This is an optimization exercise on Yosys and OpenROAD, whose aim is small area, not a production implementation.
Where RTL was checked, it was by simulation tests only, not by an equivalence proof against the original.
No functional check of the RTL was part of runs 1 and 2.
Power figures rest on the tool's default switching activity, not on a simulated workload.

===== flow/run.sh =====
#!/bin/bash
# Standard layout, with two changes: the port buffers are the smallest
# buffer (buf_1), and clock tree synthesis uses smaller clock buffers and
# no dummy loads.
set -euo pipefail
export BUFFER_PORTS_ARGS="-buffer_cell sky130_fd_sc_hd__buf_1"
export CTS_ARGS="-sink_clustering_enable -repair_clock_nets -dont_use_dummy_load -buf_list {sky130_fd_sc_hd__clkbuf_2} -sink_clustering_size 6 -sink_clustering_max_diameter 30"
bash standard.sh > standard.log 2>&1

===== standard.sh =====
#!/bin/bash
# synth_recipe.tcl (not shown) runs the flow's synth.tcl, then flattens the netlist and writes it again
# the make line also repeats each setting of config.mk as NAME=value (left out here)
make -C /OpenROAD-flow-scripts/flow DESIGN_CONFIG=/design/flow/config.mk WORK_HOME=/design/flow/orfs CLKGATE_MAP_FILE= SYNTH_SCRIPT=/design/flow/synth_recipe.tcl "${@:-finish}"

===== config.mk =====
export PLATFORM = sky130hd
export DESIGN_NAME = pim_system
export DESIGN_NICKNAME = pim_system
export VERILOG_FILES = /design/flow/design.v
export SDC_FILE = /design/flow/constraint.sdc
export NUM_CORES = 4
export LEC_CHECK = 0
export CAP_MARGIN = 20
export CORE_MARGIN = 2
export CORE_UTILIZATION = 70
export PLACE_DENSITY = 0.8
export SLEW_MARGIN = 20

===== constraint.sdc =====
create_clock -name core_clock -period 5.0 [get_ports {clk}]
set_input_delay 1.0000 -clock core_clock [delete_from_list [all_inputs] [get_ports {clk}]]
set_output_delay 1.0000 -clock core_clock [all_outputs]
set_load 0.01 [all_outputs]

===== design.v =====
`timescale 1ns / 1ps
module pim_system #(
    parameter int BUS_WIDTH_BITS           = 64,
    parameter int CMD_SIZE_BITS            = 64,
    parameter int FETCH_BUS_TRANSFERS      = 128,
    parameter int MACS_PER_CYCLE           = 16,
    parameter int PIM_BASE_LATENCY_CYCLES  = 20,
    parameter int FETCH_CYCLES             = 5,
    parameter int STORE_CYCLES             = 5,
    parameter int SEQUENCER_FIFO_DEPTH     = 4,
    parameter int MICROPROG_LEN_WORDS      = 4,
    parameter int ADDR_WIDTH_BITS          = 64,
    parameter int MEM_DEPTH_WORDS          = 1024
)(
    input  logic clk,
    input  logic rst_n,
    input  logic cpu_cmd_valid,
    input  logic [CMD_SIZE_BITS-1:0]  cpu_cmd_data,
    output logic cpu_cmd_ready,
    input  logic cpu_microprog_valid,
    input  logic [CMD_SIZE_BITS*MICROPROG_LEN_WORDS-1:0] cpu_microprog_data,
    output logic cpu_microprog_ack,
    input  logic cpu_execute_seq_valid,
    output logic cpu_execute_seq_ready,
    output logic pim_system_idle,
    output logic sequencer_busy_out
);
    localparam int CW = 13;    
    localparam int EW = 4*CW;  
    function automatic logic [CW-1:0] encode(input logic [63:0] w);
        logic c, b, r;
        c = (w[63:56] == 8'h03);
        b = (w[63:56] == 8'h01) || (w[63:56] == 8'h02) || (w[63:56] == 8'h04);
        r = |w[3:0];
        encode = {!c || (w[4] && r), w[15:6], c ? w[5] : b, c && (w[4] || r)};
    endfunction
    logic [EW-1:0] mem [0:3];
    logic [1:0] wr_ptr_q, rd_ptr_q;
    logic       full_q;    
    logic       ack_q;
    logic       empty, full, do_write, do_read;
    logic [EW-1:0] wdata;
    assign wdata = {encode(cpu_microprog_data[255:192]), encode(cpu_microprog_data[191:128]),
                    encode(cpu_microprog_data[127:64]),  encode(cpu_microprog_data[63:0])};
    assign empty    = (wr_ptr_q == rd_ptr_q) && !full_q;
    assign full     = full_q;
    assign do_write = cpu_microprog_valid && !full;
    always_ff @(posedge clk) begin
        if (do_write) mem[wr_ptr_q] <= wdata;
    end
    always_ff @(posedge clk or negedge rst_n) begin
        if (!rst_n) begin
            wr_ptr_q <= '0;
            rd_ptr_q <= '0;
            full_q   <= 1'b0;
            ack_q    <= 1'b0;
        end else begin
            ack_q <= do_write;
            if (do_write) wr_ptr_q <= wr_ptr_q + 2'd1;
            if (do_read)  rd_ptr_q <= rd_ptr_q + 2'd1;
            if (do_read)       full_q <= 1'b0;
            else if (do_write) full_q <= (wr_ptr_q + 2'd1 == rd_ptr_q);
        end
    end
    logic [4:0] seq_q;
    logic [EW-1:0] prog_q;
    logic       seq_busy, seq_issue;
    logic       ctrl_busy, accept;
    assign seq_busy  = (seq_q != 5'd0);
    assign seq_issue = seq_q[4] && !seq_q[3] && !seq_q[0];
    assign do_read   = (seq_q == 5'd14);
    logic [EW-1:0] head;
    always_comb begin
        head = '0;
        for (int k = 0; k < 4; k++)
            head = head | (mem[k] & {EW{rd_ptr_q == 2'(k)}});
    end
    always_ff @(posedge clk) begin
        if (do_read) prog_q <= head;
    end
    always_ff @(posedge clk or negedge rst_n) begin
        if (!rst_n)
            seq_q <= 5'd0;
        else if (!seq_busy)
            seq_q <= empty ? 5'd0 : 5'd6;
        else if (seq_q[4] && seq_q[3])
            seq_q <= 5'd0;
        else if (!seq_q[4] || !ctrl_busy)
            seq_q <= seq_q + 5'd1;
    end
    logic [12:0] ctr_q;
    logic        rnd_q;
    logic [CW-1:0] code;
    logic [12:0]   start;
    always_comb begin
        code = encode(cpu_cmd_data) & {CW{!seq_issue}};
        for (int k = 0; k < 4; k++)
            code = code | (prog_q[k*CW +: CW] & {CW{seq_issue && seq_q[2:1] == 2'(k)}});
    end
    logic special;
    assign special = code[12] && !code[0];
    assign start = !special ? {1'b1, ~code[11:0]} : code[1] ? 13'd8075 : 13'd19;
    assign ctrl_busy = (ctr_q != {8'd0, 4'b1100, rnd_q});
    assign accept    = !ctrl_busy && (seq_issue || cpu_cmd_valid);
    always_ff @(posedge clk or negedge rst_n) begin
        if (!rst_n) begin
            ctr_q <= 13'd24;
            rnd_q <= 1'b0;
        end else if (accept) begin
            ctr_q <= start;
            rnd_q <= code[12] && code[0];
        end else if (ctrl_busy) begin
            ctr_q <= ctr_q + 13'd1;
        end
    end
    assign cpu_cmd_ready         = cpu_cmd_valid && !seq_issue && !ctrl_busy;
    assign cpu_microprog_ack     = ack_q;
    assign cpu_execute_seq_ready = !empty && !seq_busy;
    assign pim_system_idle       = !ctrl_busy && !seq_busy && empty;
    assign sequencer_busy_out    = seq_busy;
endmodule

==> metrics list, run 1 <==
- The flow ran to the end and the layout has no timing, DRC or antenna violations.
- ANT nets after route: 0
- DR vias/cell: 6.38
* Initial cell density of the core: 71.0%
- In this run the worst hold path is classified as input pin to asynchronous set/reset pin.
- Timing analysis after detailed placement gives a worst setup slack of about 1.7 ns.
- P&R area growth vs syn: 9.19%
- Initial drt markers: approximately 690
* Total power after layout: between 0.005 and 0.006 W
- For this design the ratio of total power to cell area is between 400 and 500 mW/mm^2.
- Counting every net in the synthesized netlist gives 1028.
- For this design the total switching power over the nets is 0.00188 W.
- Crit path capture type: output port
- Port buffering added 128 buffers.
- After synthesis the netlist holds a flip-flop and latch count of 285.
- Together, buffers and inverters on the worst path number 4.
* Delay-heaviest family, CP: simple AND/OR/NAND/NOR gates
* EDFF count, synth: 260
* Number of filler instances in the final layout: 957
- TritonCTS built the clock tree.
* Clock latency at the later pin of the worst-skew pair: 0.81 ns
- Wire length of the first global-routing pass: around 36 mm
* Leakage power summed over all cells: 4.06 nW
* Worst setup slack after layout: ~1.3 ns
- H-tree levels: 2
- Fraction of final layout cells sized beyond drive strength 1: 12.7%
- Sequential cell area fraction in the yosys report: 75.3%
* IR Drop Worst-Case VDD: approximately 0.00037 V
* Routability congestion estimate: ~0.84
- The net count of the finished layout is 1195.
* Total count of hold-check failures in the final report: 0
- edfxtp_1 takes more of the synthesized area than any other cell.
* Synthesized instance count: 691
* Total track usage: 28.8%
- Cells along the critical path: buf_4, inv_1, ha_1, nor4b_1, inv_1, nor2_1, buf_1
- Placeable core region: 0.0158 mm^2
* Total congestion overflow: 0
- Total setup violations reported at the end of the flow: 0
* Start of the worst register-to-register path: full_q
- Logic pwr share: between 20% and 30%
- At the worst endpoint, the arrival time is 2.73 ns.
* Final Max Tran Viols: 0
* Maximum number of pins on one net before global-route repair: 53
- In this run the cell area measured after placement is 0.0119 mm^2.
- The clock network burns between 10% and 20% of the power.
* First-pass iteration count of the detailed router: 7
- Summing every instance area after synthesis gives 0.0112 mm^2.
- For this run, the number of Yosys warnings is 1.
- Placement row count: 46
- In this run the vertical extent of the chip is 130 um.
- Die Outline Area: between 0.015 and 0.02 mm^2
* Number of max-capacitance violations reported: 0
- In this run the deepest clock path goes through 3 buffers.
- Yosys attributes the largest share of cell area to edfxtp_1 (70%), a22oi_1 (7.0%), dfrtp_1 (5.1%).
* Die Span X: 130 um
- Switch share: 33.0%
- The library cell used most frequently in the layout, excluding fill and tap cells, is edfxtp_1.
* Setup CP Type: register to output port
- The via count of the first global-routing pass was 6830.
* Req. time, crit path: 4.00 ns
- The worst path in the final design needs a cycle of 3.73 ns, including I/O delays and setup.
- Crit Path Max Fanout: 18
- After synthesis, the largest area contributor takes up 69.7% of total cell area.
- After synthesis, the netlist uses 52 different library cells.
- Clk slew on worst S/H paths: around 0.12 ns
- Internal power of the cells: roughly 0.0038 W
- Via count: roughly 6900
- Post-route cell area: 0.0122 mm^2
- The clock drives 285 sinks.
- Most used cell along the critical path: inv_1
* Final-layout setup total negative slack: 0 ns
- Top achievable clock speed: 268 MHz
- Post-CTS Setup Repair Bufs: 0
- Hold repair after CTS inserted 0 buffers.
* Total Wirelength: about 24 mm
* DP Wirelength: between 10 and 15 mm
- Critical Path Start: seq_q[1]
- Registers are responsible for 54.3% of the overall power.
- TritonCTS buffer count: 56
- Slowest stage delay, CP: 0.50 ns
* Portion of the clock cycle consumed by the worst path in the final layout: 74.6%
* Worst relative slew slack: 31.8%
- Leaving out fill and tap cells, the most frequent cells in the layout are edfxtp_1 (260), buf_1 (128), a22oi_1 (104).
- At the pin with the least slew margin, the transition time is 1.02 ns.
* Critical Path Source Type: register
* Crit path max-delay cell type: nor4b_1
- The number of gates resized after CTS was 0.
* Clock root buffer: clkbuf_2
- After detailed routing, the number of remaining DRC violations is 0.
- Async set-or-reset flop fraction in the synthesized netlist: between 8 and 9%
- Initial antenna violation count: 4
* Synthesized area per cell: 16.2 um^2
* Leading register cell type out of synthesis: edfxtp_1
- Setup repair after global routing left no endpoint under its margin.
- Top-level I/O count: 330
- In the final routed layout, each cell accounts on average for 22.4 um.
- Largest clock skew in the final design: 0.103 ns
## metal layers
metal  track usage, %  wire [um]
met1             37.0       9160
met2             47.3      12100
met3             8.14       2330
met4             11.8        578
met5                0          0
## cells in the mapped netlist, drive strengths merged (5+ instances only)
library cell,n
buf,5
edfxtp,260
xnor2,7
dfrtp,23
nor2b,7
mux2,7
a21oi,10
a22oi,104
inv,11
nor3,9
o21a,5
nand2,85
o311ai,5
nor4,7
or4,11
xor2,10
and3,5
clkbuf,27
nor2,9
mux4,13
nand3,8
o21ai,12
ha,12
## kinds of logic (layout without fill, tap and decap cells)
| family | Yosys count | in the layout | synth area share [%] |
|---|---|---|---|
| flip-flops | 285 | 285 | 75.3 |
| AND/OR/NAND/NOR | 160 | 160 | 7.09 |
| AO/OA/AOI/OAI | 153 | 153 | 10.0 |
| buffers and inverters | 43 | 208 | 1.49 |
| multiplexers | 21 | 21 | 3.41 |
| XOR/XNOR | 17 | 17 | 1.33 |
| adder cells (fa/ha/maj) | 12 | 12 | 1.34 |
| other | 0 | 4 | 0 |
## cell type report
| type | instances | area, um^2 | share of cell area, % |
|---|---|---|---|
| flip-flops and latches | 285 | 8440 | 69.0 |
| multi-input cells | 363 | 2610 | 21.3 |
| repair buffers | 141 | 578 | 4.73 |
| clock buffers | 56 | 280 | 2.29 |
| well taps | 216 | 270 | 2.21 |
| inverters | 11 | 41.3 | 0.338 |
| diodes | 4 | 10.0 | 0.0819 |
## power by group through the flow
stage	clock network, W	registers [W]	logic (W)
4_1_cts	0.00104	0.00308	0.00157
3_5_place_dp	0	0.00313	0.00156
5_1_grt	0.00115	0.00310	0.00173
6_report	0.00102	0.00309	0.00158
2_1_floorplan	0	0.00310	0.00110
3_3_place_gp	0	0.00312	0.00151
## registers in the layout, summed over array words and instances, names as in the netlist
signal / flops
ack_q: 1
seq_q: 5
rnd_q: 1
ctr_q: 13
mem: 208
rd_ptr_q: 2
full_q: 1
wr_ptr_q: 2
prog_q: 52
## final timing paths
kind                       slack, ns  cells after the start                    end
max in group asynchronous       4.48                      2              ctr_q[11]
min in group core_clock         0.43                      1             mem[2][23]
setup / recovery                1.27                      7  cpu_execute_seq_ready
setup reg to reg                2.46                      3             mem[1][46]
hold / removal                  0.16                      2               ctr_q[5]
hold reg to reg                 0.49                      2             prog_q[44]
## metrics by stage
step / hold slack (ns) / utilization, % / instances
floorplan: 0.476 / - / 691
global placement: 0.502 / 75.7 / 1016
detailed placement: 0.506 / 75.7 / 1016
CTS: 0.120 / 77.5 / 1072
global route: 0.0997 / 77.5 / 1075
finish: 0.157 / 77.5 / 1076
## worst register-to-register path: stages (launching register included)
cell,delay (ns)
dfrtp_1,0.41
nor2b_1,0.40
and2_2,0.91
buf_4,0.49
==> run 2: changes to the inputs <==
==> flow/run.sh (replaced) <==
#!/bin/bash
# Standard layout, with two changes: the port buffers are the smallest
# buffer (buf_1), and clock tree synthesis uses smaller clock buffers and
# no dummy loads.
set -euo pipefail
export BUFFER_PORTS_ARGS="-buffer_cell sky130_fd_sc_hd__buf_1"
export CTS_ARGS="-sink_clustering_enable -repair_clock_nets -dont_use_dummy_load -buf_list {sky130_fd_sc_hd__clkbuf_4} -sink_clustering_size 10 -sink_clustering_max_diameter 35"
bash standard.sh > standard.log 2>&1
==> metrics list, run 2 <==
* Commonest cells after routing, fill and taps aside: edfxtp_1 (260), buf_1 (128), a22oi_1 (104)
- In the routed design, unresolved DRC markers number 0.
- Placeable core region: 0.0158 mm^2
- Reported net switching power: 0.00181 W
* Most used cell along the critical path: inv_1
* Total count of hold-check failures in the final report: 0
- Clock-pin slew was measured on the worst setup and hold paths at 0.08 ns.
* Fraction of power consumed by the clock network: between 10% and 20%
- Cell Pwr Density: 466 mW/mm^2
- Total setup violations reported at the end of the flow: 0
- TritonCTS clock tree: done
* Routability congestion estimate: ~0.84
- Crit path capture type: output port
- Register containing the most flip-flops in the final layout: mem
- Synth cell count leaders: edfxtp_1 (260), a22oi_1 (104), nand2_1 (85)
* Initial antenna violation count: 4
- Yosys top cell area share: 69.7%
* Internal power of the cells: 0.00389 W
- The cell family contributing the most delay on the critical path is simple AND/OR/NAND/NOR gates.
- Post-route cell area: between 0.01 and 0.015 mm^2
- Counting flops with a built-in enable in the synthesized netlist gives 260.
- The clock tree synthesis step divided the H-tree into 2 levels.
- In this run, flip-flops and latches consume 54.1% of the power.
- Data on the critical path arrives at its endpoint at 2.58 ns.
- Wire length of the first global-routing pass: around 35 mm
- Counting I/O delays and the setup requirement, the final critical path takes 3.58 ns.
* Top-level I/O count: 330
- Clock skew on the completed layout was measured at ~0.063 ns.
- For this run, the slowest stage of the critical path takes 0.50 ns.
- Wire length per cell: roughly 22 um
* Top achievable clock speed: 280 MHz
* Capturing point of the worst reg2reg path: mem[1][24]
* Largest registers ranked by flip-flop count: mem x208, prog_q x52, ctr_q x13
- The clock reaches the later pin of the worst-skew pair after 0.64 ns.
- Clock root buffer: clkbuf_4
* Hold WS: about 0.37 ns
- Initial drt markers: 611
* Seq cells post-synth: 285
- Sinks on Clock Net: 285
* Switch share: between 30% and 40%
- Critical Path Start: seq_q[1]
* Bufs on Longest Clock Path: 3
- Final-layout setup total negative slack: 0 ns
- The critical path runs through a total of 7 cells.
* Fraction of final layout cells sized beyond drive strength 1: between 10 and 15%
* Synthesized area per cell: 16.2 um^2
* Start of the worst register-to-register path: full_q
* DR vias/cell: about 6.4
- Summed over all layers, the global routing overflow is 0.
- Synth area leader: edfxtp_1
- Biggest area contributors in the synthesized netlist: edfxtp_1 (70%), a22oi_1 (7.0%), dfrtp_1 (5.1%)
- Synthesis instantiated 52 different standard cells from the library.
* P&R area growth vs syn: 9.34%
* Leading register cell type out of synthesis: edfxtp_1
- In the synthesized netlist the async set-or-reset flop fraction comes to 8.77%.
- IR Drop Worst-Case VDD: 0.000281 V
* Result of the run: no timing/DRC/antenna violations
- Sequential cell area fraction in the yosys report: 75.3%
- Final Max Tran Viols: 0
- Crit path max-delay cell type: nor4b_1
- The analysis attributes to cell leakage a power of roughly 4 nW.
- Setup repair after global routing left no endpoint under its margin.
* Req. time, crit path: approximately 4.0 ns
* Port Buffer Count: 128
- Total Wirelength: 23.6 mm
- Post-CTS timing repair inserted 0 buffers for setup.
- Across every metal layer, demand over resource in global routing totals 28.5%.
- Layout net count: 1179
* Cells along the critical path: buf_4, inv_1, ha_1, nor4b_1, inv_1, nor2_1, buf_1
- The via count of the first global-routing pass is 6758.
- Die Span X: about 130 um
- Number of flip-flops in the largest register: 208
- Most common cell in the synthesized netlist: edfxtp_1
- The critical path in this run is classified as register to output port.
- The detail route stage leaves a number of antenna-violating nets equal to 0.
- After clock tree synthesis, the flow added hold-fix buffers numbering 0.
- DP Wirelength: 14.6 mm
* Cells resized by post-CTS repair: 0
- Via count: between 6000 and 7000
- Sum of buffers and inverters on the critical path: 4
* Maximum number of pins on one net before global-route repair: 53
* Reg2reg setup slack: between 2 and 2.5 ns
- For the pin with the worst max-slew slack, the measured transition is roughly 1 ns.
* TritonCTS buffer count: 40
* Worst min path class: input pin to asynchronous set/reset pin
- Critical Path Source Type: register
- Counting every instance in the synthesized netlist gives 691.
- The die is 130 um tall.
* Placement row count: 46
- Die Outline Area: 0.0170 mm^2
- In this run the cell area measured after placement is 0.0119 mm^2.
* Portion of the clock cycle consumed by the worst path in the final layout: between 70 and 80%
* Capturing instance or port of the critical path: cpu_execute_seq_ready
- Yosys synthesis warning count: 1
- Logic pwr share: 27.5%
* Number of max-capacitance violations reported: 0
* Worst Reg2Reg Path Length in Cells: 3
- Worst relative slew slack: 32.9%
- Leaving out fill and tap cells, the most frequent cell in the layout is edfxtp_1.
* Crit Path Max Fanout: 18
- After synthesis the cells add up to between 0.01 and 0.015 mm^2.
- First-pass iteration count of the detailed router: 5
- Initial cell density of the core: 71.0%
- Post-synth net total: 1028
## run 2: cell types whose count changed in the layout (fill, tap and decap cells not counted)
cell / delta
clkbuf_2: -56
clkbuf_4: +40
diode_2: -1
## run 2: worst min path at each step
| stage | slack (ns) | from | endpoint |
|---|---|---|---|
| after floorplan | 0.48 | ctr_q[12] | ctr_q[12] |
| after global placement | 0.50 | rnd_q | rnd_q |
| after detailed placement | 0.51 | ctr_q[12] | ctr_q[12] |
| after CTS | 0.34 | rst_n | ctr_q[5] |
| after global routing | 0.34 | rst_n | ctr_q[7] |
| final | 0.37 | rst_n | ctr_q[7] |
## run 2: routing by layer
metal	share of wire (%)	vias up	track usage, %
li1	-	3032	-
met1	38	3341	36.4
met2	50	352	46.9
met3	9.4	43	8.22
met4	2.6	0	12.1
met5	0	-	0
## run 2: layout make-up
class                   count  area (um^2)
clock buffers              40          300
inverters                  11         41.3
repair buffers            141          578
fillers                   969         3530
flip-flops and latches    285         8440
diodes                      3         7.51
well taps                 216          270
multi-input cells         363         2610
## run 2: through the flow
stage / util, % / total power (W) / instances / worst slack, ns
floorplan: - / 0.00419 / 691 / 1.98
global placement: 75.7 / 0.00463 / 1016 / 1.84
detailed placement: 75.7 / 0.00469 / 1016 / 1.72
CTS: 77.6 / 0.00572 / 1056 / 1.37
global route: 77.6 / 0.00600 / 1058 / 1.27
finish: 77.6 / 0.00570 / 1059 / 1.42
## run 2: worst reg2reg max path, cell delays in order (launching register included)
cell	delay, ns
dfrtp_1	0.40
nor2b_1	0.40
and2_2	0.89
buf_4	0.50
## run 2: power groups by stage
stage / Clock, W / Combinational [W] / Sequential [W]
2_1_floorplan: 0 / 0.00110 / 0.00310
3_3_place_gp: 0 / 0.00151 / 0.00312
3_5_place_dp: 0 / 0.00156 / 0.00313
4_1_cts: 0.00107 / 0.00157 / 0.00308
5_1_grt: 0.00117 / 0.00172 / 0.00310
6_report: 0.00105 / 0.00157 / 0.00308
## run 2: cell families after synthesis
group | Yosys count | share of synthesized area (%)
DFF | 285 | 75.3
adders and majority gates | 12 | 1.34
xor gates and xnor gates | 17 | 1.33
AOI/OAI and AO/OA | 153 | 10.0
muxes | 21 | 3.41
buffers and inverters | 43 | 1.49
and+or+nand+nor | 160 | 7.09
==> run 3: changes to the inputs <==
--- a/design.v
+++ b/design.v
@@ -77,6 +77,7 @@
     end
     always_ff @(posedge clk) begin
         if (do_read) prog_q <= head;
+        else if (seq_issue && !ctrl_busy) prog_q[EW-CW-1:0] <= prog_q[EW-1:CW];
     end
     always_ff @(posedge clk or negedge rst_n) begin
         if (!rst_n)
@@ -94,8 +95,7 @@
     logic [12:0]   start;
     always_comb begin
         code = encode(cpu_cmd_data) & {CW{!seq_issue}};
-        for (int k = 0; k < 4; k++)
-            code = code | (prog_q[k*CW +: CW] & {CW{seq_issue && seq_q[2:1] == 2'(k)}});
+        code = code | (prog_q[CW-1:0] & {CW{seq_issue}});
     end
     logic special;
     assign special = code[12] && !code[0];
==> metrics list, run 3 <==
- Critical Path Source Type: register
* Post-CTS Setup Repair Bufs: 0
* Placement row count: 46
- Final-layout setup total negative slack: 0 ns
* Portion of the clock cycle consumed by the worst path in the final layout: 69.6%
- Of all cell types, the one taking the most synthesized area is edfxtp_1.
- Final Max Tran Viols: 0
- For the pin with the worst max-slew slack, the measured transition is 0.906 ns.
- Total congestion overflow: 0
- In the final routed layout, each cell accounts on average for 21.3 um.
* Post-synthesis instance area: approximately 0.011 mm^2
- Number of flip-flops in the largest register: about 210
- Largest family of logic cells by synthesized area: compound AO/OA/AOI/OAI gates
* Commonest cells after routing, fill and taps aside: edfxtp_1 (260), buf_1 (128), nand2_1 (85)
* Routability congestion estimate: about 0.85
- After synthesis, the share of flip-flops with an asynchronous set or reset is 8.77%.
- Number of hold buffers added after CTS: 0
* Leakage power summed over all cells: 4.03 nW
- Summing the areas of all compound-gate instances in the mapped netlist gives 12.8% of the synthesized area.
- Placeable core region: 0.0157 mm^2
- After detailed routing, the number of remaining DRC violations is 0.
- Register area: between 0.008 and 0.009 mm^2
- Maximum number of pins on one net before global-route repair: between 70 and 80
* Adder-cell share of the synthesized area: under 10%
* ANT nets after route: 0
* Initial drt markers: approximately 700
- Final worst path period need: between 3 and 4 ns
* Die Span X: 130 um
* CP arrival: 2.48 ns
- Final Util: around 78%
- By area the synthesized netlist is led by edfxtp_1 (70%), dfrtp_1 (5.2%), a22o_1 (3.5%).
* Yosys top cell area share: approximately 70%
* DP Wirelength: 14.5 mm
* EDFF count, synth: 260
- After synthesis the netlist holds a flip-flop and latch count of 285.
- Total power after layout: 0.00550 W
- 330 I/O pins were placed.
- Largest registers ranked by flip-flop count: mem x208, prog_q x52, ctr_q x13
* Synth cell count leaders: edfxtp_1 (260), nand2_1 (86), o21ai_0 (58)
* Total track usage: 28.3%
- The tree is rooted in a clkbuf_4.
- For this block, the routed nets add up to 23.2 mm of wire.
- Among all flip-flop cells after synthesis, the most frequent one is edfxtp_1.
- Setup CP Type: register to output port
- Dividing the synthesized area by the synthesized cell count gives approximately 15 um^2.
- In the final layout, the multi-input gates occupy 0.00257 mm^2.
- Bufs on Longest Clock Path: 3
- Counting the fill cells in the layout gives around 940.
- Register containing the most flip-flops in the final layout: mem
* Fraction of final layout cells sized beyond drive strength 1: 8.24%
- TritonCTS clock tree: done
- Clock skew on the completed layout was measured at 0.0943 ns.
* Worst relative slew slack: 39.6%
* Result of the run: no timing/DRC/antenna violations
- Sinks on Clock Net: 285
- Number of distinct standard cells referenced by the synthesized netlist: 42
- The number of antenna violations at the first check in global routing was 2.
- Crit Path Max Fanout: 5
- Summing the areas of all and, or, nand and nor instances in the mapped netlist gives under 10% of the synthesized area.
- Of the total synthesized cell area, the portion taken by XOR and XNOR cells is 1.41%.
- For this run, the detailed router's first-pass iteration total came to 5.
- Yosys synthesis warning count: 1
- At the end of the flow, the number of nets in the layout was 1213.
* DR vias/cell: 6.31
* Number of global-route vias before repair: between 7000 and 8000
* Unrepaired setup endpoints after global routing: no
* Cell Pwr Density: 451 mW/mm^2
- When the netlist entered floorplanning its net count stood at 1068.
- Among all cell types in the netlist, the one instantiated most often is edfxtp_1.
- The H-tree was split into 2 levels.
- Clock latency at the later pin of the worst-skew pair: 0.65 ns
* Die Y-Extent: 130 um
* P&R area growth vs syn: 9.22%
- Crit path capture type: output port
- Based on the critical path, the design can be clocked at up to 287 MHz.
- Initial cell density of the core: a little under three quarters
- Req. time, crit path: 4.00 ns
* Clk slew on worst S/H paths: 0.10 ns
- Once the clock tree was built, the resizer swapped 0 gates to a different size.
- Total count of hold-check failures in the final report: 0
- Measured against the total synthesized area, the mux share comes to 0%.
* Commonest non-fill, non-tap cell in the layout: edfxtp_1
* Synthesized instance count: 731
* Worst min path class: input pin to asynchronous set/reset pin
- For this run, the register share of the synthesized area comes to 75.5%.
- The count of buffers added on input and output ports is 128.
* Via count: roughly 6900
- Setup violations remaining at the end of the flow were counted as 0.
- IR Drop Worst-Case VDD: 0.000351 V
- Wire length of the first global-routing pass: around 36 mm
- TritonCTS buffer count: 41
- Number of max-capacitance violations reported: 0
* Die Outline Area: 0.0170 mm^2
run 3: logic make-up after synthesis:
kind of cell               Yosys count
and+or+nand+nor                    173
AOI/OAI and AO/OA                  195
buffers and inverters               48
adders and majority gates           12
DFF                                285
xor gates and xnor gates            18
run 3: routing by layer:
metal / part of all wire, % / track usage, % / wire [um] / vias to the layer above
li1: - / - / - / 3148
met1: 39 / 37.1 / 8950 / 3363
met2: 50 / 46.0 / 11600 / 335
met3: 8.1 / 5.99 / 1880 / 56
met4: 3.3 / 14.1 / 777 / 0
met5: 0 / 0 / 0 / -
run 3: area by class of cell:
class | instances | share of cell area [%]
Sequential cell | 285 | 69.1
Multi-Input combinational cell | 398 | 21.1
Timing Repair Buffer | 139 | 4.61
Clock buffer | 41 | 2.52
Tap cell | 216 | 2.22
Inverter | 11 | 0.338
Antenna cell | 3 | 0.0615
run 3: stage by stage:
| stage | instances | area [um^2] | worst slack, ns | hold WS [ns] |
|---|---|---|---|---|
| floorplan | 731 | 11200 | 0.630 | 0.483 |
| global placement | 1049 | 11900 | 1.87 | 0.502 |
| detailed placement | 1049 | 11900 | 1.86 | 0.510 |
| CTS | 1090 | 12200 | 1.54 | 0.304 |
| global route | 1092 | 12200 | 1.39 | 0.316 |
| finish | 1093 | 12200 | 1.52 | 0.343 |
run 3: critical path, stage by stage (launching register included):
cell,delay [ns]
dfrtp_1,0.43
inv_1,0.19
ha_1,0.17
nor4b_1,0.50
inv_1,0.14
nor2_1,0.25
buf_1,0.19
run 3: worst paths after layout:
| check | slack, ns | depth (start not counted) | end | start |
|---|---|---|---|---|
| worst max-delay path | 1.52 | 6 | cpu_execute_seq_ready | seq_q[0] |
| worst min-delay path | 0.34 | 2 | ctr_q[12] | rst_n |
| worst max register to register | 2.44 | 5 | prog_q[25] | ctr_q[3] |
| worst min register to register | 0.52 | 2 | prog_q[40] | mem[1][40] |
| max in group asynchronous | 4.29 | 2 | ctr_q[4] | rst_n |
| min in group core_clock | 0.52 | 2 | prog_q[40] | mem[1][40] |
run 3: report_power, final:
part / internal, W / switching, W / total, W
Combinational: 0.000527 / 0.000883 / 0.00141
Clock: 0.000377 / 0.000672 / 0.00105
Sequential: 0.00289 / 0.000148 / 0.00304
Total: 0.00380 / 0.00170 / 0.00550
==> run 4: changes to the inputs <==
--- a/config.mk
+++ b/config.mk
@@ -5,8 +5,9 @@
 export SDC_FILE = /design/flow/constraint.sdc
 export NUM_CORES = 4
 export LEC_CHECK = 0
-export CAP_MARGIN = 20
+export CAP_MARGIN = 0
 export CORE_MARGIN = 2
 export CORE_UTILIZATION = 70
+export GPL_TIMING_DRIVEN = 0
 export PLACE_DENSITY = 0.8
-export SLEW_MARGIN = 20
+export SLEW_MARGIN = 0
==> metrics list, run 4 <==
- The run finished with no timing, DRC or antenna violations.
* GR Util met2: 47.7%
* Total congestion overflow: 0
* Start of the worst register-to-register path: rd_ptr_q[0]
- STA classifies the critical path startpoint as a register.
* Hold WS: 0.365 ns
- At the end of the flow the core is filled with cells to 78.1%.
* Maximum number of pins on one net before global-route repair: 53
- Clk slew on worst S/H paths: ~0.1 ns
- No sink is reached through more buffers than the 3 on the longest clock path.
- The clock tree synthesis step divided the H-tree into 2 levels.
* Total Wirelength: 23.9 mm
* Cell Pwr Density: 457 mW/mm^2
- The most used flip-flop cell after synthesis is edfxtp_1.
* Post-synthesis instance area: roughly 0.011 mm^2
- Seq cells post-synth: 285
- STA puts the critical path data required time at about 4 ns.
- Synthesized area per cell: 15.3 um^2
* Via count: 7062
* Total track usage: between 20% and 30%
- Once the clock tree was built, the resizer swapped 0 gates to a different size.
- After synthesis, the share of flip-flops with an asynchronous set or reset is 8.77%.
- Setup CP Type: register to output port
- Commonest non-fill, non-tap cell in the layout: edfxtp_1
- Detailed placement ended at an HPWL of 15.8 mm.
* Crit Path Max Fanout: 10
- Layout net count: 1240
- Post-CTS Setup Repair Bufs: 0
- For this run, the number of Yosys warnings is 1.
* Routability congestion estimate: roughly 0.92
- Final worst path period need: ~3.5 ns
- Commonest cells after routing, fill and taps aside: edfxtp_1 (260), buf_1 (127), nand2_1 (86)
- Die Y-Extent: 130 um
* Crit path capture type: output port
* Worst setup slack after placement: 2.13 ns
- Wire length per cell: 21.4 um
- Total count of hold-check failures in the final report: 0
* ANT nets after route: 0
- The floorplan step set the die width to between 100 and 150 um.
* Worst setup slack after layout: 1.49 ns
- Across all register-to-register paths, the minimum setup slack is 2.33 ns.
- DR vias/cell: 6.32
- For the pin with the worst max-slew slack, the measured transition is approximately 0.87 ns.
- Ranked by total cell area, the synthesized netlist is headed by edfxtp_1 (70%), dfrtp_1 (5.2%), a22o_1 (3.5%).
- For this run, design rule violations remaining after detail routing come to 0.
- Synth area leader: edfxtp_1
- Headroom to the max-slew limit came out at a little over two fifths.
* Worst min path class: input pin to asynchronous set/reset pin
* Number of global-route vias before repair: 6745
- The number of hold buffers added after CTS was 0.
- Before antenna repair, the detailed router went through 6 iterations.
* Leakage power summed over all cells: 4.04 nW
- The number of different library cells used by synthesis comes to 42.
* Unrepaired setup endpoints after global routing: no
- The final max-slew violation count was 0.
- Initial drt markers: 610
- Clock tree synthesis inserted a total of 41 buffers.
- Clock latency at the later pin of the worst-skew pair: 0.66 ns
- Based on the critical path, the design can be clocked at up to 285 MHz.
- The register with the most flip-flops in the final layout is mem.
- Relative to the synthesized area, the layout overhead comes to 9.88%.
* Total setup violations reported at the end of the flow: 0
- Initial cell density of the core: 71.1%
- Once layout is complete, the cells apart from fillers number 1118.
- Met1 routing resource usage after global routing: between 30% and 40%
* Worst Reg2Reg Path Length in Cells: 7
- Max-cap violations in this run came to 0.
- Met3 track utilization from global routing: under 10%
- Portion of the clock cycle consumed by the worst path in the final layout: 70.2%
* Port Buffer Count: about 130
* Fraction of final layout cells sized beyond drive strength 1: around 6.7%
- By instance count, the leading cell after synthesis is edfxtp_1.
* Inst Count DP: 1076
* Capturing point of the worst reg2reg path: prog_q[1]
- For this run, the register share of the synthesized area comes to 75.5%.
* Most used routing layer in global routing: met2
- Wire length of the first global-routing pass: 35.3 mm
* Initial antenna violation count: 1
- The synthesized design contains 260 enable-type register cells.
- Synthesized instance count: 731
* Placement row count: 46
- After floorplanning, the core was sized to cover 0.0157 mm^2.
- CP arrival: 2.51 ns
* Post-synth net total: roughly 1100
* Total power after layout: 0.00561 W
* TritonCTS clock tree: done
- The clock drives 285 sinks.
- The die covers 0.0170 mm^2.
- Number of flip-flops in the largest register: 208
- Clock root buffer: clkbuf_4
* IR Drop Worst-Case VDD: 0.000314 V
- After synthesis, the most frequently instantiated cells are edfxtp_1 (260), nand2_1 (86), o21ai_0 (58).
- In this run the biggest area consumer among cell types represents between 60 and 70% of the synthesized area.
* Largest registers ranked by flip-flop count: mem x208, prog_q x52, ctr_q x13
- Top-level I/O count: 330
- Clock skew on the completed layout was measured at 0.107 ns.
[run 4: worst max-delay path by stage]
stage	from	end	slack [ns]	cells past startpoint
after floorplan	ctr_q[3]	prog_q[0]	0.63	5
after global placement	ctr_q[3]	prog_q[37]	-0.97	5
after detailed placement	ctr_q[3]	pim_system_idle	2.13	6
after CTS	ctr_q[3]	pim_system_idle	1.47	6
after global routing	seq_q[0]	cpu_execute_seq_ready	1.35	6
final	ctr_q[3]	pim_system_idle	1.49	6
[run 4: cell type report]
class / instances / area (um^2)
Antenna cell: 1 / 2.50
Buffer: 37 / 148
Clock buffer: 41 / 308
Fill cell: 981 / 3440
Inverter: 11 / 41.3
Multi-Input combinational cell: 398 / 2570
Sequential cell: 285 / 8440
Tap cell: 216 / 270
Timing Repair Buffer: 129 / 502
[run 4: power breakdown]
part / switching, W / leakage [nW] / internal, W / total [W]
Clock: 0.000685 / 0.189 / 0.000378 / 0.00106
Sequential: 0.000152 / 2.62 / 0.00289 / 0.00304
Combinational: 0.000955 / 1.24 / 0.000546 / 0.00150
Total: 0.00179 / 4.04 / 0.00382 / 0.00561
[run 4: critical path: stages (launching register included)]
cell	delay (ns)
dfstp_2	0.57
nand2_1	0.09
nor3_1	0.27
nand4_1	0.24
clkbuf_1	0.35
nor2_1	0.22
buf_1	0.17
[run 4: cells by family (layout without fill, tap and decap cells)]
kind of cell	count (synthesis)	in the layout	share of synthesized area, %
compound gates	195	195	12.8
xor+xnor	18	18	1.41
fa+ha+maj	12	12	1.34
buf+inv	48	218	1.69
flops	285	285	75.5
other cells	0	1	0
simple gates	173	173	7.28
[run 4: per-stage QoR]
stage                     setup TNS, ns  cell area [um^2]
after global routing                  0             12300
after global placement           -37.58             11900
after detailed placement              0             12000
after CTS                             0             12300
final                                 0             12300
after floorplan                       0             11200
[run 4: routing by layer]
layer / routed length [um] / up-vias
li1: - / 3204
met4: 837 / 0
met5: 0 / -
met1: 9170 / 3409
met2: 11900 / 380
met3: 1980 / 69
==> run 5: changes to the inputs <==
--- a/design.v
+++ b/design.v
@@ -35,31 +35,34 @@
         encode = {!c || (w[4] && r), w[15:6], c ? w[5] : b, c && (w[4] || r)};
     endfunction
     logic [EW-1:0] mem [0:3];
-    logic [1:0] wr_ptr_q, rd_ptr_q;
-    logic       full_q;    
+    logic [3:0] valid_q;
+    logic [3:0] move;
     logic       ack_q;
     logic       empty, full, do_write, do_read;
     logic [EW-1:0] wdata;
     assign wdata = {encode(cpu_microprog_data[255:192]), encode(cpu_microprog_data[191:128]),
                     encode(cpu_microprog_data[127:64]),  encode(cpu_microprog_data[63:0])};
-    assign empty    = (wr_ptr_q == rd_ptr_q) && !full_q;
-    assign full     = full_q;
+    assign empty    = (valid_q == 4'b0000);
+    assign full     = (valid_q == 4'b1111);
     assign do_write = cpu_microprog_valid && !full;
+    assign move[3] = do_read;
+    assign move[2] = valid_q[2] && (!valid_q[3] || move[3]);
+    assign move[1] = valid_q[1] && (!valid_q[2] || move[2]);
+    assign move[0] = valid_q[0] && (!valid_q[1] || move[1]);
     always_ff @(posedge clk) begin
-        if (do_write) mem[wr_ptr_q] <= wdata;
+        if (do_write) mem[0] <= wdata;
+        for (int k = 1; k < 4; k++)
+            if (move[k-1]) mem[k] <= mem[k-1];
     end
     always_ff @(posedge clk or negedge rst_n) begin
         if (!rst_n) begin
-            wr_ptr_q <= '0;
-            rd_ptr_q <= '0;
-            full_q   <= 1'b0;
-            ack_q    <= 1'b0;
+            valid_q <= '0;
+            ack_q   <= 1'b0;
         end else begin
             ack_q <= do_write;
-            if (do_write) wr_ptr_q <= wr_ptr_q + 2'd1;
-            if (do_read)  rd_ptr_q <= rd_ptr_q + 2'd1;
-            if (do_read)       full_q <= 1'b0;
-            else if (do_write) full_q <= (wr_ptr_q + 2'd1 == rd_ptr_q);
+            valid_q[0] <= do_write || (valid_q[0] && !move[0]);
+            for (int k = 1; k < 4; k++)
+                valid_q[k] <= move[k-1] || (valid_q[k] && !move[k]);
         end
     end
     logic [4:0] seq_q;
@@ -69,15 +72,8 @@
     assign seq_busy  = (seq_q != 5'd0);
     assign seq_issue = seq_q[4] && !seq_q[3] && !seq_q[0];
     assign do_read   = (seq_q == 5'd14);
-    logic [EW-1:0] head;
-    always_comb begin
-        head = '0;
-        for (int k = 0; k < 4; k++)
-            head = head | (mem[k] & {EW{rd_ptr_q == 2'(k)}});
-    end
     always_ff @(posedge clk) begin
-        if (do_read) prog_q <= head;
-        else if (seq_issue && !ctrl_busy) prog_q[EW-CW-1:0] <= prog_q[EW-1:CW];
+        if (do_read) prog_q <= mem[3];
     end
     always_ff @(posedge clk or negedge rst_n) begin
         if (!rst_n)
@@ -95,7 +91,8 @@
     logic [12:0]   start;
     always_comb begin
         code = encode(cpu_cmd_data) & {CW{!seq_issue}};
-        code = code | (prog_q[CW-1:0] & {CW{seq_issue}});
+        for (int k = 0; k < 4; k++)
+            code = code | (prog_q[k*CW +: CW] & {CW{seq_issue && seq_q[2:1] == 2'(k)}});
     end
     logic special;
     assign special = code[12] && !code[0];
==> flow/run.sh (replaced) <==
#!/bin/bash
# Standard layout, with two changes: the port buffers are the smallest
# buffer (buf_1), and clock tree synthesis uses smaller clock buffers and
# no dummy loads.
set -euo pipefail
export BUFFER_PORTS_ARGS="-buffer_cell sky130_fd_sc_hd__buf_1"
export CTS_ARGS="-sink_clustering_enable -repair_clock_nets -dont_use_dummy_load -buf_list {sky130_fd_sc_hd__clkbuf_4} -sink_clustering_size 12 -sink_clustering_max_diameter 40"
bash standard.sh > standard.log 2>&1
--- a/config.mk
+++ b/config.mk
@@ -5,9 +5,8 @@
 export SDC_FILE = /design/flow/constraint.sdc
 export NUM_CORES = 4
 export LEC_CHECK = 0
-export CAP_MARGIN = 0
+export CAP_MARGIN = 20
 export CORE_MARGIN = 2
 export CORE_UTILIZATION = 70
-export GPL_TIMING_DRIVEN = 0
 export PLACE_DENSITY = 0.8
-export SLEW_MARGIN = 0
+export SLEW_MARGIN = 20
==> metrics list, run 5 <==
* Top achievable clock speed: around 290 MHz
* Req. time, crit path: ~4.0 ns
- EDFF count, synth: 260
* Top routing layer used: met4
- In the routed design, unresolved DRC markers number 0.
- Final-layout setup total negative slack: 0 ns
- Subtracting the final worst setup slack from the clock period gives roughly 3.5 ns.
- In this run the critical register-to-register path is launched from seq_q[2].
* Async set-or-reset flop fraction in the synthesized netlist: 8.45%
* Total Wirelength: 14.5 mm
* Synthesized instance count: 513
- Die Span X: 123 um
- Hold timing on the final database bottoms out at a slack of 0.350 ns.
* Actual transition at the worst max-transition pin: 0.850 ns
- In the final layout, the share of cells above drive strength 1 is 9.35%.
- Delay-heaviest family, CP: simple AND/OR/NAND/NOR gates
* Total setup violations reported at the end of the flow: 0
- Post-CTS Setup Repair Bufs: 0
- Leading register cell type out of synthesis: edfxtp_1
- IR Drop Worst-Case VDD: 0.000229 V
- Total power after layout: 0.00384 W
- Clock skew on the completed layout was measured at 0.0661 ns.
* Leakage power summed over all cells: 3.43 nW
* Number of distinct standard cells referenced by the synthesized netlist: 47
* Initial antenna violation count: 1
* Maximum number of pins on one net before global-route repair: 54
* Total count of hold-check failures in the final report: 0
- In this run the worst hold path is classified as input pin to asynchronous set/reset pin.
* Worst relative slew slack: 43.3%
- For the worst-skew pair, the clock arrives at the later sink with an insertion delay of 0.64 ns.
- Crit path capture type: output port
- Buffers placed on the I/O ports in this run total 128.
- Die Outline Area: roughly 0.015 mm^2
* Critical Path Source Type: register
- Via count: approximately 4800
* Wire length of the first global-routing pass: around 22 mm
- Initial cell density of the core: 71.8%
* Sequential cell area fraction in the yosys report: 84.3%
- The run finished with no timing, DRC or antenna violations.
- After floorplanning, the core was sized to cover between 0.01 and 0.015 mm^2.
- Synthesized area per cell: 19.4 um^2
- H-tree levels: 1
- Relative to the synthesized area, the layout overhead comes to 9.21%.
* Sinks on Clock Net: 284
- Cell Pwr Density: ~350 mW/mm^2
- Met2 WL post-DR: ~7.6 mm
- Post-synthesis instance area: between 0.009 and 0.01 mm^2
- Clock root buffer: clkbuf_4
- Critical Path Start: seq_q[2]
- Number of flip-flops in the largest register: 208
- Yosys top cell area share: ~80%
- In this run, CTS created clock tree buffers numbering 29.
* Yosys synthesis warning count: 2
- The tool flagged a number of max-cap violations equal to 0.
* Synth cell count leaders: edfxtp_1 (260), nand2_1 (40), dfrtp_1 (22)
- The critical path goes through nor3_1, inv_1, nor2_1, buf_1.
- Met3 routed WL: 1.07 mm
- In this run the deepest clock path goes through 3 buffers.
- Final Max Tran Viols: 0
- After legalization and detailed placement, the total HPWL measured 9.92 mm.
- Met1 wire length: 5.59 mm
- After clock tree synthesis, the clock-pin slew on the worst setup and hold paths is 0.12 ns.
* First-pass iteration count of the detailed router: 5
- The worst setup path is of the register to output port kind.
- CP arrival: 2.49 ns
- By area the synthesized netlist is led by edfxtp_1 (78%), dfrtp_1 (5.5%), mux4_2 (2.9%).
- The synthesized design contains between 200 and 300 register bits.
- The detailed router finished its first iteration with 372 violations.
- Unrepaired setup endpoints after global routing: no
- Layout net count: 994
- mem holds more flip-flops than any other register.
- Slowest stage delay, CP: 0.72 ns
- Sum of buffers and inverters on the critical path: 2
* Portion of the clock cycle consumed by the worst path in the final layout: 69.8%
* Total congestion overflow: 0
- In this run the worst path has a maximum fanout of 17.
- In this run the remaining antenna-violating nets after routing total 0.
* Routability congestion estimate: 0.861
- Commonest non-fill, non-tap cell in the layout: edfxtp_1
- Crit path max-delay cell type: dfrtp_1
- Post-synth net total: approximately 840
* Cells resized by post-CTS repair: 0
- For this design, the CTS-stage hold fixing added 0 buffers.
* Total track usage: roughly a fifth
* Largest registers ranked by flip-flop count: mem x208, prog_q x52, ctr_q x13
- Die Y-Extent: 123 um
* Commonest cells after routing, fill and taps aside: edfxtp_1 (260), buf_1 (128), nand2_1 (40)
- Most common cell in the synthesized netlist: edfxtp_1
- Top-level I/O count: 330
* TritonCTS clock tree: done
- DR vias/cell: 5.73
- Dividing the detail-routed wire length by the instance count gives 17.2 um.
- Synth area leader: edfxtp_1
* Placement row count: 43
- The via count of the first global-routing pass is about 4800.
-- run 5: worst paths after layout --
| path | end | slack (ns) | cells after the start |
|---|---|---|---|
| max | cpu_execute_seq_ready | 1.51 | 4 |
| min | seq_q[2] | 0.35 | 2 |
| max reg2reg | mem[1][23] | 2.45 | 4 |
| min reg2reg | mem[1][36] | 0.39 | 0 |
| max in group asynchronous | ctr_q[3] | 4.31 | 2 |
| min in group core_clock | mem[1][36] | 0.39 | 0 |
-- run 5: kinds of logic (layout without fill, tap and decap cells) --
logic type | count (synthesis) | after routing | synth area share, %
AO/OA/AOI/OAI | 41 | 41 | 2.67
XOR/XNOR | 13 | 13 | 1.14
adder cells (fa/ha/maj) | 4 | 4 | 0.502
buffers and inverters | 20 | 170 | 0.853
flip-flops | 284 | 284 | 84.3
multiplexers | 18 | 18 | 3.45
other | 0 | 1 | 0
AND/OR/NAND/NOR | 133 | 133 | 7.04
-- run 5: cell type report --
class	instances	area, um^2
tap	180	225
fill	745	2990
clock buffer	29	218
inverter	8	31.3
sequential	284	8410
multi-input combinational	209	1490
antenna	1	2.50
timing repair buffer	133	518
-- run 5: per-layer routing --
metal / track usage [%] / vias up
met5: 0 / -
met4: 7.95 / 0
met3: 3.55 / 26
met2: 35.2 / 225
met1: 24.4 / 2271
li1: - / 2315
-- run 5: power breakdown --
part / internal, W / switching, W
combinational: 0.000100 / 0.000123
sequential: 0.00268 / 0.0000731
clock: 0.000267 / 0.000593
-- run 5: per-stage QoR --
stage | area [um^2] | worst slack [ns] | std cells | util, %
6_report | 10900 | 1.51 | 844 | 78.5
5_1_grt | 10900 | 1.35 | 844 | 78.5
4_1_cts | 10900 | 1.42 | 843 | 78.4
3_5_place_dp | 10700 | 1.86 | 814 | 76.8
3_3_place_gp | 10700 | 1.89 | 814 | 76.8
2_1_floorplan | 9970 | 2.21 | 513 | -
==> run 6: changes to the inputs <==
==> flow/run.sh (replaced) <==
#!/bin/bash
# Standard layout, with two changes: the port buffers are the smallest
# buffer (buf_1), and clock tree synthesis uses smaller clock buffers and
# no dummy loads.
set -euo pipefail
export BUFFER_PORTS_ARGS="-buffer_cell sky130_fd_sc_hd__buf_1"
export CTS_ARGS="-sink_clustering_enable -repair_clock_nets -dont_use_dummy_load -buf_list {sky130_fd_sc_hd__clkbuf_4 sky130_fd_sc_hd__clkbuf_8} -root_buf sky130_fd_sc_hd__clkbuf_8 -tree_buf sky130_fd_sc_hd__clkbuf_8 -sink_clustering_buffer sky130_fd_sc_hd__clkbuf_4 -sink_clustering_size 11 -sink_clustering_max_diameter 35"
bash standard.sh > standard.log 2>&1
==> metrics list, run 6 <==
* CP arrival: 2.36 ns
* H-tree levels: 2
- Yosys synthesis warning count: 2
* Number of flip-flops in the largest register: 208
- IR Drop Worst-Case VDD: 0.000220 V
- The number of antenna violations at the first check in global routing is 0.
- The final max-slew violation count is 0.
- In this run the worst path has a maximum fanout of 17.
* Inst Count DP: 814
- ANT cells: 0
- In this run the worst setup path begins at seq_q[2].
- Post-synth net total: 842
- STA classifies the critical path endpoint as an output port.
- The cell sitting at the root of the clock tree is a clkbuf_8.
- DR vias/cell: 5.73
* Unrepaired setup endpoints after global routing: no
* Number of distinct standard cells referenced by the synthesized netlist: 47
- Maximum number of pins on one net before global-route repair: 54
- Cell Pwr Density: ~360 mW/mm^2
- Synthesis produced 513 cells.
- Post-CTS Setup Repair Bufs: 0
* Commonest cells after routing, fill and taps aside: edfxtp_1 (260), buf_1 (128), nand2_1 (40)
- Req. time, crit path: 4.00 ns
- Summed over all failing endpoints, the final setup total negative slack is 0 ns.
- Critical Path Source Type: register
- Wire length of the first global-routing pass: roughly 23 mm
- Die Span X: roughly 120 um
- Dividing the detail-routed wire length by the instance count gives 17.1 um.
- Port Buffer Count: 128
- Sum of buffers and inverters on the critical path: 2
* Post-synthesis instance area: between 0.009 and 0.01 mm^2
* Total count of hold-check failures in the final report: 0
- Slowest stage delay, CP: 0.72 ns
* Placeable core region: 0.0139 mm^2
- By area the synthesized netlist is led by edfxtp_1 (78%), dfrtp_1 (5.5%), mux4_2 (2.9%).
- Non-filler instance count after layout: 850
- Largest clock skew in the final design: 0.0585 ns
- Sinks on Clock Net: 284
* Worst min path class: register to register
- For the pin with the worst max-slew slack, the measured transition is 0.853 ns.
- The share of the Yosys chip area taken by registers is between 80% and 90%.
- The initial utilization of the core area, before any placement, comes to 71.8%.
* Number of global-route vias before repair: 4858
- Result of the run: no timing/DRC/antenna violations
* Routability congestion estimate: 0.861
- More flip-flops sit in one register than any other, and that register is mem.
- TritonCTS built the clock tree.
- Drt drc: 0
- Cells resized by post-CTS repair: 0
- The post-route netlist has about a tenth of its cells at a drive strength greater than 1.
- A synthesized cell averages 19.4 um^2.
* Crit path max-delay cell type: dfrtp_1
- Via count: 4869
- The tool flagged a number of max-cap violations equal to 0.
* Clock latency at the later pin of the worst-skew pair: 0.51 ns
- The longest clock path from root to sink contains 3 buffers.
- The net count of the finished layout is 1001.
- In this run, synthesis inferred 260 flip-flops with an integrated enable.
* Total setup violations reported at the end of the flow: 0
- Worst min-delay path startpoint: mem[1][19]
- Walking the worst path, the cells encountered are nor3_1, inv_1, nor3b_1, buf_1.
- Top-level I/O count: 330
* Worst relative slew slack: between 40% and 50%
* Initial drt markers: between 300 and 400
- Measured along the y axis, the die boundary spans approximately 120 um.
- Timing would allow up to 297 MHz.
- The share of synthesized area in the top cell type comes to 78.3%.
* P&R area growth vs syn: 10.0%
* Leading register cell type out of synthesis: edfxtp_1
* Setup CP Type: register to output port
- TritonCTS buffer count: 36
- Seq cells post-synth: approximately 280
* Die Outline Area: 0.0152 mm^2
* Total congestion overflow: 0
* First-pass iteration count of the detailed router: 4
- Clk slew on worst S/H paths: approximately 0.11 ns
- Async set-or-reset flop fraction in the synthesized netlist: 8.45%
- Final worst path period need: 3.36 ns
- The worst path uses 67.2% of the clock period.
- Leakage power summed over all cells: ~3.5 nW
* Total track usage: 20.3%
- The floorplan has 43 rows.
* Commonest non-fill, non-tap cell in the layout: edfxtp_1
- edfxtp_1 is the most common cell in the netlist.
- The startpoint identified for the worst register-to-register timing path is seq_q[2].
- The commonest cells after synthesis are edfxtp_1 (260), nand2_1 (40), dfrtp_1 (22).
- Detailed placement ended at an HPWL of roughly 10 mm.
- Delay-heaviest family, CP: simple AND/OR/NAND/NOR gates
- After detailed routing, the total wire length is 14.5 mm.
- The synthesized design spends more area on one cell type than any other, namely edfxtp_1.
- In the final layout, the registers with the most flip-flops are mem x208, prog_q x52, ctr_q x13.
- In this run the remaining antenna-violating nets after routing total 0.
- Number of hold buffers added after CTS: 0
[run 6: path summary, 6_finish.rpt]
| path | cells after the start | slack [ns] | end |
|---|---|---|---|
| worst max-delay path | 4 | 1.64 | pim_system_idle |
| worst min-delay path | 0 | 0.37 | mem[2][19] |
| worst max register to register | 4 | 2.45 | mem[1][5] |
| worst min register to register | 0 | 0.37 | mem[2][19] |
| max in group asynchronous | 2 | 4.18 | ctr_q[3] |
| min in group asynchronous | 2 | 0.48 | seq_q[2] |
[run 6: cells by family after synthesis]
kind of cell | after synthesis | synth area share [%]
AO/OA/AOI/OAI | 41 | 2.67
AND/OR/NAND/NOR | 133 | 7.04
buffers and inverters | 20 | 0.853
flip-flops | 284 | 84.3
multiplexers | 18 | 3.45
adder cells (fa/ha/maj) | 4 | 0.502
XOR/XNOR | 13 | 1.14
[run 6: worst reg2reg max path: cells and delay by family, from the launching register on]
kind,cells,cell delay (ns)
simple gates,4,1.15
flops,1,0.92
[run 6: power by group]
| part | internal [W] | switching [W] | total, W |
|---|---|---|---|
| registers | 0.00268 | 0.0000733 | 0.00275 |
| logic | 0.000100 | 0.000122 | 0.000223 |
| clock network | 0.000379 | 0.000619 | 0.000998 |
| total | 0.00316 | 0.000814 | 0.00398 |
[run 6: metrics by stage]
stage | cell area (um^2) | setup WS (ns) | util, % | total power (W) | hold WS [ns]
global placement | 10700 | 1.89 | 76.8 | 0.00300 | 0.402
global route | 11000 | 1.52 | 79.0 | 0.00414 | 0.383
finish | 11000 | 1.64 | 79.0 | 0.00398 | 0.374
CTS | 11000 | 1.59 | 79.0 | 0.00401 | 0.375
detailed placement | 10700 | 1.86 | 76.8 | 0.00303 | 0.405
floorplan | 9970 | 2.21 | - | 0.00293 | 0.400
[run 6: per-layer routing]
layer  global-route usage [%]  wire [um]  part of all wire (%)  up-vias
li1                         -          -                     -     2324
met4                     10.2        352                   2.4        0
met3                     4.11       1200                   8.2       32
met2                     35.4       7540                    52      239
met1                     24.4       5460                    38     2274
met5                        0          0                     0        -
[run 6: area by class of cell]
cell class / instances / area, um^2
sequential: 284 / 8410
fill: 724 / 2910
multi-input combinational: 209 / 1490
timing repair buffer: 133 / 518
clock buffer: 36 / 302
tap: 180 / 225
inverter: 8 / 31.3
==> run 7: changes to the inputs <==
==> flow/run.sh (replaced) <==
#!/bin/bash
# Standard layout, with two changes: the port buffers are the smallest
# buffer (buf_1), and clock tree synthesis uses smaller clock buffers and
# no dummy loads.
set -euo pipefail
export BUFFER_PORTS_ARGS="-buffer_cell sky130_fd_sc_hd__buf_1"
export CTS_ARGS="-sink_clustering_enable -repair_clock_nets -dont_use_dummy_load -buf_list {sky130_fd_sc_hd__clkbuf_4 sky130_fd_sc_hd__clkbuf_8} -root_buf sky130_fd_sc_hd__clkbuf_8 -tree_buf sky130_fd_sc_hd__clkbuf_8 -sink_clustering_buffer sky130_fd_sc_hd__clkbuf_4 -sink_clustering_size 12 -sink_clustering_max_diameter 40"
bash standard.sh > standard.log 2>&1
==> metrics list, run 7 <==
- Result of the run: no timing/DRC/antenna violations
* Cells resized by post-CTS repair: 0
- By area, the combinational part of the netlist is dominated by simple AND/OR/NAND/NOR gates.
- Die Y-Extent: 123 um
- Initial antenna violation count: 0
* Total count of hold-check failures in the final report: 0
* Worst relative slew slack: roughly 43%
- Number of hold buffers added after CTS: 0
- Setup CP Type: register to output port
* Wire length of the first global-routing pass: approximately 22 mm
* Cells along the critical path: nor3_1, inv_1, nor3b_1, buf_1
* Synth area leader: edfxtp_1
- Top-level I/O count: 330
- Most common cell in the synthesized netlist: edfxtp_1
- After detailed routing, the total wire length is 14.5 mm.
- In this run the power density over the cells is ~350 mW/mm^2.
* Maximum number of pins on one net before global-route repair: 54
- The min-delay analysis places its worst path in the category register to register.
* Delay-heaviest family, CP: simple AND/OR/NAND/NOR gates
- TritonCTS built the clock tree.
- The routed design could run at a clock period as short as 3.40 ns.
- The tool flagged a number of max-cap violations equal to 0.
- Register area: between 0.008 and 0.009 mm^2
- Clock root buffer: clkbuf_8
- Synthesis inferred approximately 280 register bits.
- After detailed routing, the average wire length per cell comes to 17.2 um.
- H-tree levels: 1
- Port Buffer Count: 128
* IR Drop Worst-Case VDD: 0.000231 V
- Clock latency at the later pin of the worst-skew pair: 0.54 ns
- Post-synthesis instance area: 0.00997 mm^2
- The most used flip-flop cell after synthesis is edfxtp_1.
- Fraction of final layout cells sized beyond drive strength 1: 9.35%
- Placeable core region: between 0.01 and 0.015 mm^2
- Placement row count: 43
* EDFF count, synth: 260
- The number of clock buffers added by TritonCTS is 29.
- Number of flip-flops in the largest register: 208
- First-pass iteration count of the detailed router: 5
- Across the routed clock network, the largest skew measured is 0.0558 ns.
- Synthesized instance count: 513
- In the final design database the tool counted 994 nets.
- DP Wirelength: 9.92 mm
- CP arrival: 2.40 ns
* Die Outline Area: roughly 0.015 mm^2
- Register containing the most flip-flops in the final layout: mem
* Drt drc: 0
* Final-layout setup total negative slack: 0 ns
* Req. time, crit path: around 4.0 ns
* Crit Path Max Fanout: 17
* Simple-gate portion of the synthesized area: 7.04%
- Global routing consumed, over all layers together, around 20% of the routing resources.
* Leakage power summed over all cells: 3.44 nW
* Slowest stage delay, CP: a little over 0.7 ns
* Area of the multi-input gates: 0.00149 mm^2
* Sum of buffers and inverters on the critical path: 2
* Post-synth net total: 842
* Async set-or-reset flop fraction in the synthesized netlist: between 8 and 9%
- Yosys synthesis warning count: 2
- The detailed router finished its first iteration with 432 violations.
* Number of filler instances in the final layout: 739
* Clk slew on worst S/H paths: between 0.1 and 0.15 ns
- Largest registers ranked by flip-flop count: mem x208, prog_q x52, ctr_q x13
- After Yosys synthesis, XOR and XNOR cells account for 1.14% of the synthesized area.
* Routability congestion estimate: roughly 0.86
- Counting instances in the post-synthesis netlist gives the leading cell types as edfxtp_1 (260), nand2_1 (40), dfrtp_1 (22).
- The synthesized netlist devotes 2.67% of its cell area to compound gates.
- Critical Path Source Type: register
- ANT cells: 0
* Hold WS: 0.393 ns
* Commonest cells after routing, fill and taps aside: edfxtp_1 (260), buf_1 (128), nand2_1 (40)
- Averaged over all synthesized cells, the footprint is 19.4 um^2.
- Once detail routing completed, the nets flagged for antenna violations numbered 0.
- Crit path max-delay cell type: dfrtp_1
- The clock passes through at most 3 buffers.
* Number of distinct standard cells referenced by the synthesized netlist: 47
- From left edge to right edge, the die measures 123 um.
* Unrepaired setup endpoints after global routing: no
* Sinks on Clock Net: ~280
- Final Max Tran Viols: 0
- Initial cell density of the core: roughly 72%
* DR vias/cell: roughly 5.7
- Yosys attributes the largest share of cell area to edfxtp_1 (78%), dfrtp_1 (5.5%), mux4_2 (2.9%).
- Via count: around 4800
- Yosys top cell area share: around four fifths
- Total congestion overflow: 0
* Number of global-route vias before repair: 4806
- Summing the areas of all fa, ha and maj instances in the mapped netlist gives less than 1% of the synthesized area.
* Crit path capture type: output port
- Actual transition at the worst max-transition pin: 0.848 ns
- P&R area growth vs syn: 9.37%
* Commonest non-fill, non-tap cell in the layout: edfxtp_1
- Buffers added to address setup during post-CTS repair amount to 0.
- Of the post-synthesis cell area, the part taken by muxes is 3.45%.
- Based on the critical path, the design can be clocked at up to 294 MHz.
- Of the available clock period, the critical path in the final layout requires between 60% and 70%.
- After synthesis, flip-flops and latches occupy 84.3% of the total area.
- Setup violations remaining at the end of the flow were counted as 0.
[run 7: cell count changes in the layout (fill, tap and decap cells not counted), sizes merged]
cell / previous run / this run
clkbuf: 36 / 29
[run 7: worst paths after layout]
path                       startpoint              end  slack, ns  cells past startpoint
max                          seq_q[2]  pim_system_idle       1.60                      4
min                        mem[0][36]       mem[1][36]       0.39                      0
max reg2reg                  seq_q[2]       mem[1][23]       2.47                      4
min reg2reg                mem[0][36]       mem[1][36]       0.39                      0
max in group asynchronous       rst_n         ctr_q[4]       4.21                      2
min in group asynchronous       rst_n         seq_q[2]       0.46                      2
[run 7: metrics by stage]
stage	power (W)	cells	setup WS [ns]	util [%]	area (um^2)
after floorplan	0.00293	513	2.21	-	9970
after global placement	0.00300	814	1.89	76.8	10700
after detailed placement	0.00303	814	1.86	76.8	10700
after CTS	0.00391	843	1.55	78.5	10900
after global routing	0.00403	843	1.47	78.6	10900
final	0.00387	843	1.60	78.6	10900
[run 7: layer usage]
metal / share of wire [%] / wire [um] / global-route usage [%] / vias up
met4: 1.9 / 274 / 8.10 / 0
met2: 52 / 7550 / 35.2 / 217
met5: 0 / 0 / 0 / -
met1: 38 / 5540 / 24.4 / 2253
met3: 7.6 / 1100 / 3.60 / 25
li1: - / - / - / 2310
[run 7: power by group]
| group | switching, W | total (W) | internal (W) |
|---|---|---|---|
| clock | 0.000597 | 0.000894 | 0.000297 |
| sequential | 0.0000718 | 0.00275 | 0.00268 |
| combinational | 0.000124 | 0.000224 | 0.000100 |
| total | 0.000793 | 0.00387 | 0.00308 |
[run 7: layout make-up]
cell class	count	area share [%]
clock buffer	29	2.17
sequential	284	77.1
multi-input combinational	209	13.6
tap	180	2.06
inverter	8	0.287
timing repair buffer	133	4.75
[run 7: kinds of logic after synthesis]
kind of cell               Yosys count
AOI/OAI and AO/OA                   41
xor gates and xnor gates            13
adders and majority gates            4
buffers and inverters               20
DFF                                284
muxes                               18
and+or+nand+nor                    133
==> run 8: changes to the inputs <==
==> flow/run.sh (replaced) <==
#!/bin/bash
# Standard layout, with two changes: the port buffers are the smallest
# buffer (buf_1), and clock tree synthesis uses smaller clock buffers and
# no dummy loads.
set -euo pipefail
export BUFFER_PORTS_ARGS="-buffer_cell sky130_fd_sc_hd__buf_1"
export CTS_ARGS="-sink_clustering_enable -repair_clock_nets -dont_use_dummy_load -buf_list {sky130_fd_sc_hd__clkbuf_4} -sink_clustering_size 11 -sink_clustering_max_diameter 38"
bash standard.sh > standard.log 2>&1
==> metrics list, run 8 <==
- Crit path max-delay cell type: dfrtp_1
- Critical Path Start: seq_q[2]
* Commonest non-fill, non-tap cell in the layout: edfxtp_1
- The register with the most flip-flops in the layout has roughly 210 of them.
* Initial antenna violation count: 1
- Crit Path Max Fanout: 17
- Setup slack on the worst reg-to-reg path comes out at 2.46 ns.
- The floorplan step defined a die boundary enclosing 0.0152 mm^2.
- Synthesized area per cell: 19.4 um^2
* P&R area growth vs syn: 9.66%
- The worst setup path is captured at an output port.
* Actual transition at the worst max-transition pin: just under 0.9 ns
- EDFF count, synth: 260
- In this run the clock root is driven by a clkbuf_4.
- First-pass iteration count of the detailed router: 5
* TritonCTS clock tree: done
* Fraction of final layout cells sized beyond drive strength 1: 10.2%
- Unrepaired setup endpoints after global routing: no
- Placeable core region: approximately 0.014 mm^2
- Via count: 4870
- Number of global-route vias before repair: between 4000 and 5000
- Number of hold buffers added after CTS: 0
* Hold-critical path depth: 0
- Maximum number of pins on one net before global-route repair: 54
- Synth area leader: edfxtp_1
* Total setup violations reported at the end of the flow: 0
- Post-synthesis instance area: 0.00997 mm^2
- Setup CP Type: register to output port
- Net switching is about a fifth of the power.
* Internal power of the cells: 0.00311 W
- Seq cells post-synth: between 200 and 300
- The congestion estimate from routability-driven global placement came to 0.861.
* Reported net switching power: roughly 0.00081 W
* Cells along the critical path: nor3_1, inv_1, nor3b_1, buf_1
- Die Y-Extent: 123 um
- Clock skew on the completed layout was measured at 0.0570 ns.
- At the worst endpoint, the arrival time is 2.45 ns.
- Clk slew on worst S/H paths: 0.11 ns
* Slowest stage delay, CP: about 0.73 ns
* DR vias/cell: ~5.7
* Req. time, crit path: 4.00 ns
- In this run the horizontal extent of the chip is roughly 120 um.
* Yosys synthesis warning count: 2
- By area the synthesized netlist is led by edfxtp_1 (78%), dfrtp_1 (5.5%), mux4_2 (2.9%).
* Result of the run: no timing/DRC/antenna violations
* Delay-heaviest family, CP: simple AND/OR/NAND/NOR gates
* Synthesized instance count: 513
* Share of power burned in registers: between 70% and 80%
* Drt drc: 0
run 8: routing by layer:
metal	vias up	wire, um	GRT usage, %
met3	34	1100	5.26
met1	2293	5640	24.6
met2	221	7560	35.2
li1	2322	-	-
met5	-	0	0
met4	0	319	8.52
run 8: worst max path at each step:
stage / to / slack (ns) / cells past startpoint
final: pim_system_idle / 1.55 / 4
after global routing: pim_system_idle / 1.41 / 4
after CTS: pim_system_idle / 1.48 / 4
after detailed placement: ctr_q[4] / 1.86 / 6
after global placement: ctr_q[4] / 1.89 / 6
after floorplan: pim_system_idle / 2.21 / 8
run 8: final cells by class:
type | count | area (um^2)
Antenna cell | 1 | 2.50
Clock buffer | 35 | 263
Fill cell | 736 | 2950
Inverter | 8 | 31.3
Multi-Input combinational cell | 209 | 1490
Sequential cell | 284 | 8410
Tap cell | 180 | 225
Timing Repair Buffer | 133 | 518
run 8: power groups by stage:
stage | registers (W) | logic, W | clock network, W
after floorplan | 0.00278 | 0.000142 | 0
after global placement | 0.00280 | 0.000206 | 0
after detailed placement | 0.00280 | 0.000221 | 0
after CTS | 0.00275 | 0.000223 | 0.000979
after global routing | 0.00276 | 0.000249 | 0.00107
final | 0.00275 | 0.000223 | 0.000936
run 8: kinds of logic (layout without fill, tap and decap cells):
family                     Yosys count  in the layout  synth area share [%]
muxes                               18             18                  3.45
AOI/OAI and AO/OA                   41             41                  2.67
buffers and inverters               20            176                 0.853
DFF                                284            284                  84.3
and+or+nand+nor                    133            133                  7.04
xor gates and xnor gates            13             13                  1.14
adders and majority gates            4              4                 0.502
other                                0              1                     0
run 8: stage by stage:
stage	total power [W]	hold WS, ns	utilization, %	area [um^2]
2_1_floorplan	0.00293	0.400	-	9970
3_3_place_gp	0.00300	0.402	76.8	10700
3_5_place_dp	0.00303	0.405	76.8	10700
4_1_cts	0.00395	0.377	78.7	10900
5_1_grt	0.00408	0.386	78.8	10900
6_report	0.00391	0.387	78.8	10900
run 8: worst register-to-register path, delay by kind of cell (launching register included):
| family | cells | cell delay [ns] |
|---|---|---|
| simple gates | 4 | 1.14 |
| flops | 1 | 0.93 |

Check on run 8: ideal ports give 1.550 ns setup slack; a clkbuf_16 on the clock port and buf_2 on the inputs give 1.514 ns; moving port delays by the midpoint clock arrival (0.613 ns) as well gives 1.799 ns.
